Source: an optimization exercise on an open RTL-to-GDS flow (aim: small area). Production flows keep margins and buffers that such runs may drop. Function was checked by simulation only, so behaviour that the tests miss may differ from the original. Power figures rest on the tool's default switching activity, not on a simulated workload.

### design/flow/run.sh
#!/bin/bash
# synth_recipe.tcl (not shown) runs the flow's synth.tcl, then flattens the netlist and writes it again
# the make line also repeats each setting of config.mk as NAME=value (left out here)
make -C /OpenROAD-flow-scripts/flow DESIGN_CONFIG=/design/flow/config.mk WORK_HOME=/design/flow/orfs CLKGATE_MAP_FILE= SYNTH_SCRIPT=/design/flow/synth_recipe.tcl finish
### design/flow/constraint.sdc
create_clock -name core_clock -period 10.0 [get_ports {clock}]
set_input_delay 2.0000 -clock core_clock [delete_from_list [all_inputs] [get_ports {clock}]]
set_output_delay 2.0000 -clock core_clock [all_outputs]
set_load 0.01 [all_outputs]
### design/flow/config.mk
export PLATFORM = sky130hd
export DESIGN_NAME = clock_top
export DESIGN_NICKNAME = clock_top
export VERILOG_FILES = /design/flow/design.v
export SDC_FILE = /design/flow/constraint.sdc
export NUM_CORES = 4
export LEC_CHECK = 0
export ABC_AREA = 1
export CAP_MARGIN = 20
export CORE_MARGIN = 2
export CORE_UTILIZATION = 40
export CTS_BUF_LIST = sky130_fd_sc_hd__clkbuf_8
export SLEW_MARGIN = 20
### design/flow/design.v
module debounce (
    input wire clock,
    input wire rst,
    input wire ic,
    input wire key,
    output wire edge_o
);
    reg p, w, x;
    wire kk = key ^ p;
    always @(posedge clock) begin
        if (rst) begin
            p <= 1'b0; w <= 1'b0; x <= 1'b0;
        end else begin
            p <= p ^ (w & ic & kk);
            w <= ~ic & (w | kk) & ~(x & ~p);
            x <= w & ic & (kk | p);
        end
    end
    assign edge_o = p & x;
endmodule
module timebase (
    input  wire clock,
    input  wire rst,       
    input  wire rst_n,     
    input  wire first,     
    output wire pulse,     
    output reg  blink,     
    output wire intclock,  
    output wire dstep,     
    output wire [2:0] q    
);
    localparam [14:0] P15 = 15'b010101010101010;
    reg [14:0] sd;
    wire sd_low0 = (sd[13:0] == P15[13:0]);            
    always @(posedge clock) begin
        if (rst) sd <= P15;                             
        else     sd <= {~sd[13:0], ~(sd[14] ^ sd[13]) ^ sd_low0};
    end
    assign pulse = sd_low0 & ~sd[14] & ~first;
    localparam [14:0] BL_J = 15'd8486;
    localparam [14:0] BL_T = 15'd4251;
    localparam [14:0] BL_R = BL_T ^ P15;
    reg [14:0] bl;
    wire bl_hit = (bl[0] == BL_R[0]) & (bl[1] == BL_R[1]) & (bl[2] == BL_R[2]) &
                  (bl[3] == BL_R[3]) & (bl[5] == BL_R[5]) & (bl[6] == BL_R[6]) &
                  (bl[7] == BL_R[7]) & (bl[8] == BL_R[8]) & (bl[10] == BL_R[10]) &
                  (bl[12] == BL_R[12]) & (bl[14] == BL_R[14]);
    always @(posedge clock) begin
        if (rst) bl <= BL_J ^ P15;
        else     bl <= {~bl[13:0], bl[14] ^ bl[3]} ^ {10'd0, bl_hit, 4'd0};
    end
    always @(posedge clock) begin
        if (rst)         blink <= 1'b0;
        else if (bl_hit) blink <= ~blink;
    end
    reg [3:0] c15;
    reg       h;
    reg [2:0] dq;
    reg [3:0] c11;
    wire z = (c15 == 4'b1010);                          
    always @(posedge clock) begin
        if (rst) c15 <= 4'b1010;
        else     c15 <= {~c15[2:0], c15[3] ^ c15[2]};
    end
    reg [2:0] dq_next;
    always @(*) begin
        case (dq)
            3'b000:  dq_next = 3'b001;
            3'b001:  dq_next = 3'b110;
            3'b110:  dq_next = 3'b010;
            3'b010:  dq_next = 3'b011;
            3'b011:  dq_next = 3'b111;
            3'b111:  dq_next = 3'b100;
            3'b100:  dq_next = 3'b101;
            default: dq_next = 3'b000;
        endcase
    end
    always @(posedge clock) begin
        if (rst) begin
            h   <= 1'b0;
            dq  <= 3'b000;
            c11 <= 4'd0;
        end else if (z) begin
            h   <= ~h;
            if (h) dq <= dq_next;
            c11 <= (c11[3] & c11[1]) ? 4'd0 : c11 + 4'd1;
        end
    end
    assign intclock = h ^ c11[0] ^ ((c11 == 4'd0) & ~z);
    assign dstep = z & h;
    assign q = dq;
endmodule
module watch (
    input  wire clock,
    input  wire rst,
    input  wire pulse,
    input  wire cfg_e,
    input  wire inc_e,
    input  wire dec_e,
    output reg  [1:0] md,    
    output reg  [5:0] sb,
    output reg  [5:0] es,
    output reg  [5:0] mi,
    output reg  [4:0] hr
);
    always @(posedge clock) begin
        if (rst)        md <= 2'd3;
        else if (cfg_e) md <= md - 2'd1;
    end
    wire m_run = (md == 2'd3);
    wire m_eh  = (md == 2'd2);
    wire m_em  = (md == 2'd1);
    wire m_es  = (md == 2'd0);
    wire tick  = m_run & pulse;
    wire es59  = es[5] & es[4] & es[3] & es[1] & es[0];    
    wire mi59  = mi[5] & mi[4] & mi[3] & mi[1] & mi[0];    
    wire carry = tick & ~cfg_e & es59;
    reg  [1:0] fs;       
    always @(*) begin
        if (m_run) fs = carry ? (mi59 ? 2'd2 : 2'd1) : 2'd0;
        else       fs = md;
    end
    reg  [5:0] x;
    always @(*) begin
        case (fs)
            2'd0:    x = es;
            2'd1:    x = mi;
            default: x = {1'b0, hr};
        endcase
    end
    wire [5:0] lim = fs[1] ? 6'd23 : 6'd59;
    wire up = m_run | inc_e;
    wire xlim = fs[1] ? (x[4] & x[2] & x[1] & x[0]) : (x[5] & x[4] & x[3] & x[1] & x[0]);
    wire [5:0] xs = x + {{5{~up}}, 1'b1};
    wire [5:0] y = up ? (xlim ? 6'd0 : xs)
                      : ((x == 6'd0) ? lim : xs);
    wire ed = (inc_e | dec_e);
    always @(posedge clock) begin
        if (rst)                         es <= 6'd0;
        else if (tick & ~cfg_e)          es <= es59 ? 6'd0 : y;
        else if (m_es & ed & ~cfg_e)     es <= y;
    end
    always @(posedge clock) begin
        if (rst)                 sb <= 6'd0;
        else if (tick)           sb <= es59 ? 6'd0 : y;
        else if (m_es & cfg_e)   sb <= es;
    end
    always @(posedge clock) begin
        if (rst)                 mi <= 6'd0;
        else if (carry)          mi <= mi59 ? 6'd0 : y;
        else if (m_em & ed)      mi <= y;
    end
    always @(posedge clock) begin
        if (rst)                      hr <= 5'd0;
        else if ((carry & mi59) | (m_eh & ed)) hr <= y[4:0];
    end
endmodule
module dspl_drv (
    input  wire clock,
    input  wire disp_rst,
    input  wire dstep,
    input  wire [2:0] q,
    input  wire blink,
    input  wire [1:0] md,    
    input  wire [5:0] es, mi,
    input  wire [4:0] hr,
    output wire [7:0] an,
    output wire [7:0] dec_ddp
);
    wire [1:0] f = q[2:1];
    wire       t = q[0];
    reg  [5:0] fv;
    always @(*) begin
        case (f)
            2'b00:   fv = es;
            2'b01:   fv = mi;
            2'b10:   fv = {1'b0, hr};
            default: fv = 6'd0;
        endcase
    end
    wire [2:0] fv_t = (fv >= 6'd50) ? 3'd5 : (fv >= 6'd40) ? 3'd4 : (fv >= 6'd30) ? 3'd3 :
                      (fv >= 6'd20) ? 3'd2 : (fv >= 6'd10) ? 3'd1 : 3'd0;
    wire [5:0] fv_u = fv - {fv_t, 3'b000} - {1'b0, fv_t, 1'b0};
    wire [3:0] dig = t ? {1'b0, fv_t} : fv_u[3:0];
    wire fen = blink | (md != f);
    reg [3:0] sel;
    reg       en;
    always @(posedge clock or posedge disp_rst) begin
        if (disp_rst) begin
            sel  <= 4'd12;
            en   <= 1'b0;
        end else if (dstep) begin
            sel  <= dig;
            en   <= fen;
        end
    end
    assign an[0] = ~(en & (q == 3'b001));
    assign an[1] = ~(en & (q == 3'b110));
    assign an[2] = 1'b1;
    assign an[3] = ~(en & (q == 3'b011));
    assign an[4] = ~(en & (q == 3'b111));
    assign an[5] = 1'b1;
    assign an[6] = ~(en & (q == 3'b101));
    assign an[7] = ~(en & (q == 3'b000));
    reg [6:0] seg;
    always @(*) begin
        case (sel)
            4'd1: seg = 7'b1001111;
            4'd2: seg = 7'b0010010;
            4'd3: seg = 7'b0000110;
            4'd4: seg = 7'b1001100;
            4'd5: seg = 7'b0100100;
            4'd6: seg = 7'b0100000;
            4'd7: seg = 7'b0001111;
            4'd8: seg = 7'b0000000;
            4'd9: seg = 7'b0000100;
            default: seg = 7'b0000001;    
        endcase
    end
    assign dec_ddp = {seg, ~(sel[3] & sel[2])};
endmodule
module clock_top(
    input wire clock,
    input wire reset_i,
    input wire config_i,
    input wire increment_i,
    input wire decrement_i,
    output wire [15:0] LED,
    output wire [7:0] an,
    output wire [7:0] dec_ddp
);
    reg [2:0] rs;
    always @(posedge clock or negedge reset_i) begin
        if (!reset_i) rs <= 3'b000;
        else          rs <= {rs[1], rs[1] | rs[0], ~rs[2]};
    end
    wire rst_n    = rs[2];
    wire rst      = ~rs[2];
    wire disp_rst = ~rs[2] | rs[0];
    wire pulse, blink, intclock, dstep;
    wire [2:0] q;
    timebase u_tb (
        .clock(clock), .rst(rst), .rst_n(rst_n), .first(rs[0]),
        .pulse(pulse), .blink(blink), .intclock(intclock), .dstep(dstep), .q(q)
    );
    wire cfg_e, inc_e, dec_e;
    debounce u_dc (.clock(clock), .rst(rst), .ic(intclock), .key(config_i),    .edge_o(cfg_e));
    debounce u_di (.clock(clock), .rst(rst), .ic(intclock), .key(increment_i), .edge_o(inc_e));
    debounce u_dd (.clock(clock), .rst(rst), .ic(intclock), .key(decrement_i), .edge_o(dec_e));
    wire [1:0] md;
    wire [5:0] sb, es, mi;
    wire [4:0] hr;
    watch u_w (
        .clock(clock), .rst(rst), .pulse(pulse),
        .cfg_e(cfg_e), .inc_e(inc_e), .dec_e(dec_e),
        .md(md), .sb(sb), .es(es), .mi(mi), .hr(hr)
    );
    assign LED = {10'b0, sb};
    dspl_drv u_d (
        .clock(clock), .disp_rst(disp_rst), .dstep(dstep), .q(q), .blink(blink),
        .md(md), .es(es), .mi(mi), .hr(hr),
        .an(an), .dec_ddp(dec_ddp)
    );
endmodule
==> run summary <==
-- logic make-up (layout without fill, tap and decap cells) --
family | count (synthesis) | count (layout) | synth area share
buffers and inverters | 102 | 120 | 0.102
xor gates and xnor gates | 9 | 9 | 0.0176
AOI/OAI and AO/OA | 123 | 123 | 0.161
DFF | 85 | 85 | 0.390
adders and majority gates | 22 | 22 | 0.0633
and+or+nand+nor | 254 | 254 | 0.264
other | 2 | 12 | 0.00168
-- cell type report --
cell class / instances / area, sq um
clock buffer: 10 / 138
clock inverter: 6 / 77.6
fill: 1133 / 5900
inverter: 77 / 289
multi-input combinational: 420 / 2300
sequential: 85 / 1740
tap: 140 / 175
timing repair buffer: 27 / 263
-- routing by layer --
metal | vias up | wire, um | GRT usage
met5 | - | 0 | 0
met2 | 90 | 4320 | 0.281
li1 | 1969 | - | -
met1 | 1787 | 4910 | 0.242
met4 | 0 | 142 | 0.0588
met3 | 16 | 386 | 0.0267
-- synth_stat cells (2+ instances only) --
| cell type | number | share of area |
|---|---|---|
| dfstp_2 | 2 | 0.012 |
| a31oi_1 | 4 | 0.0056 |
| dfrtp_1 | 6 | 0.034 |
| conb_1 | 2 | 0.0017 |
| nand4_1 | 3 | 0.0042 |
| ha_1 | 21 | 0.059 |
| a21oi_2 | 2 | 0.0039 |
| xor2_1 | 6 | 0.012 |
| nor4_1 | 2 | 0.0028 |
| buf_2 | 2 | 0.0022 |
| nand3b_1 | 6 | 0.010 |
| nor2_1 | 52 | 0.044 |
| dfxtp_1 | 77 | 0.34 |
| a21oi_1 | 47 | 0.053 |
| or2_2 | 2 | 0.0028 |
| nand3_1 | 24 | 0.027 |
| o221ai_1 | 3 | 0.0059 |
| inv_1 | 74 | 0.062 |
| xnor2_1 | 3 | 0.0059 |
| o211ai_1 | 7 | 0.012 |
| buf_4 | 14 | 0.024 |
| nor2_2 | 7 | 0.0098 |
| nor3_1 | 7 | 0.0078 |
| clkbuf_1 | 6 | 0.0050 |
| inv_2 | 2 | 0.0017 |
| buf_6 | 2 | 0.0050 |
| a211oi_1 | 5 | 0.0084 |
| o21ai_0 | 39 | 0.044 |
| nand2_1 | 130 | 0.11 |
| nor2_4 | 3 | 0.0076 |
| nand2_2 | 6 | 0.0084 |
| o21ai_1 | 3 | 0.0034 |
| o22ai_1 | 6 | 0.0084 |
| nand3_2 | 8 | 0.018 |
| o21bai_2 | 2 | 0.0050 |
-- power groups by stage --
stage                     combinational (mW)  sequential (mW)  clock, mW
after floorplan                      0.00621            0.346          0
after global placement               0.00467            0.346          0
after detailed placement             0.00485            0.346          0
after CTS                            0.00486            0.339      0.266
after global routing                 0.00579            0.339      0.282
final                                0.00484            0.339      0.262
-- worst register-to-register path, delay by kind of cell, from the launching register on --
kind	cells	cell delay [ps]
buffers and inverters	2	170
AOI/OAI and AO/OA	3	640
adders and majority gates	2	620
and+or+nand+nor	14	1620
DFF	1	360
-- registers in the layout, summed over array words and instances (netlist names), named ones only --
signal      count
u_d.en          1
u_tb.h          1
u_d.sel         4
u_tb.dq         2
u_dd.w          1
u_w.hr          5
u_w.es          6
u_tb.c11        4
u_tb.bl        15
u_dc.w          1
u_dd.x          1
u_dc.x          1
u_w.sb          6
u_di.w          1
u_w.md          2
u_tb.blink      1
u_w.mi          6
u_tb.c15        4
u_di.x          1
rs              3
u_tb.sd        15
-- stage by stage --
step	instance area, sq um	power, mW	hold WS, ps
floorplan	4510	0.353	266
global placement	4780	0.351	356
detailed placement	4780	0.351	358
CTS	4990	0.610	384
global route	4990	0.626	400
finish	4990	0.605	386
-- worst max path at each step --
stage	from	endpoint	slack (ps)
2_1_floorplan	u_d.sel[2]	dec_ddp[1]	6860
5_1_grt	u_d.sel[0]	dec_ddp[3]	5810
3_5_place_dp	u_d.sel[0]	dec_ddp[3]	6400
3_3_place_gp	u_d.sel[0]	dec_ddp[3]	6410
6_report	u_d.sel[0]	dec_ddp[3]	6020
4_1_cts	u_d.sel[0]	dec_ddp[3]	6020
==> summary.txt <==
Power and ir drop
  • Internal power: 468 uW
  • Switch Pwr: 137 uW
  • Sequential Power Share: 0.560
  • Clock share of power: 0.432
  • Logic pwr share: 0.008
  • Sw frac: 0.227
  • Cell area power density: 121 nW/um^2
  • Worst vdd ir: 0.0664 mV
  • Leak: 2.23 nW

Clocking
  • Clock transition at path regs: 90 ps
  • Root Driver: clkbuf_8
  • CTS tree: done
  • Maximum clock path buffer count: 2
  • Sink Count: 85
  • Worst skew pair latency: 360 ps
  • Post-CTS setup repair buffer count: 0
  • CTS Buf Count: 9
  • # hold bufs at CTS: 0
  • CTS resizes: 0
  • # H-tree levels: 3

Outcome
  • Outcome: finished clean

STA
  • Clock Skew: 13.6 ps
  • Final Setup Violations: 0
  • Post-route setup TNS: 0 ps
  • Worst-Margin Slew: 610 ps
  • Final worst slack: 6020 ps
  • Worst slew margin: 0.593
  • Min Tclk post-route: 3980 ps
  • F_max: 251 MHz
  • Final Cycle Share: 0.398
  • Max-slew violation count: 0
  • Final Hold Vio Count: 0
  • RSZ-0062 raised after global routing: false

Cells and area
  • Layout cell share with drive strength beyond 1: 0.0944
  • Most frequent cells in the layout: nand2_1 (130), dfxtp_1 (77), inv_1 (74)
  • Area growth, synth to finish: 11.7%
  • Commonest non-fill, non-tap cell in the layout: nand2_1
  • Final nets: 647
  • Post-route non-filler standard cell count: 765
  • Antenna cells: 0
  • Layout Utilization: 0.458

Synth
  • Yosys warning count: 5
  • Number of flops mapped to enable cells by yosys: 0
  • Sequential-to-total area share from yosys stat: 0.390
  • Asr flop ratio synth: 0.0941
  • Synthesized cell area: 4470 sq um
  • Syn avg cell area: 7.49 sq um
  • Synth Flop Type: dfxtp_1
  • Synth cell types: 47
  • Synth Register Bits: 85
  • Gate Count Post-Synth: 597

Worst setup path
  • Max incr delay on CP: 550 ps
  • Critical path's top delay family: buffers and inverters
  • WS Path Type: flip-flop to output port
  • Crit path DAT: 1980 ps
  • RR Startpoint: u_w.md[0]
  • R2R depth: 21
  • Worst R2R End: u_w.es[5]
  • Worst setup EP type: output port
  • WP depth: 6
  • Reg2reg setup slack: 6560 ps
  • Max Fanout on Critical Path: 4
  • Worst setup SP type: flip-flop
  • Crit-path cells: inv_1 -> ha_1 -> o21ai_0 -> o21ai_0 -> a31oi_1 -> clkdlybuf4s50_1
  • Req. time, crit path: 8000 ps
  • Most common cell on crit path: o21ai_0
  • Slowest cell on crit path: clkdlybuf4s50_1
  • Worst path bufs/invs: 2

Floorplan
  • Starting Density: 0.410
  • Die Height: 110 um
  • Die width: 110 um
  • Die area: 12,000 sq um
  • Core Area: 10,900 sq um
  • Core Rows: 38
  • IO Pins: 37

Detailed routing
  • Routed WL per cell: 12.8 um
  • Total Wirelength: 9760 um
  • # DRC: 0
  • Router iterations before antenna repair: 5
  • First DRT Iteration DRCs: 234
  • Vias per cell: 5.05
  • DRT antenna net count: 0
  • Vias: 3,862

Global route
  • Gr ovfl total: 0
  • Largest net degree at the start of global routing: 37
  • Initial antenna violation count: 0
  • Vias in the first global route: 3,664
  • First-pass GRT wire length: 16,800 um
  • Global router's overall resource usage: 0.176

Placed design
  • Hpwl dp: 7330 um
  • IO buf count: 24
  • Placed cells: 749
  • Routability cong.: 0.838
  • Pre-CTS WS: 6400 ps

Run
  • Maxcap violations: 0

Hold path
  • Hold path startpoint: u_tb.bl[10]
  • Cell depth of the worst min-delay path: 1
  • Worst hold path endpoint: u_tb.bl[11]
  • Hold Crit Class: flip-flop to flip-flop

separate check: timing with driven ports:
The results above use ideal ports. As a check the final layout listed here was re-extracted and re-timed, cells and wires unchanged.
Step 1 assumes that a clkbuf_16 drives the clock port and a buf_2 every other input.
Step 2 also shifts input and output timing later by t, the mid clock arrival at the registers, as if the neighbouring blocks saw the same clock.
a / b / c = ideal ports / drivers / drivers and shift; a / b = the first two.
t (ns): 0.386
setup slack, ns: 6.022 / 5.988 / 6.374
hold slack, ns: 0.386 / 0.386 / 0.386
worst setup path after step 2: register to output
After both steps this run still meets setup and hold. The setup slack of this run moves by -0.034 ns with the drivers and by +0.352 ns with both steps.
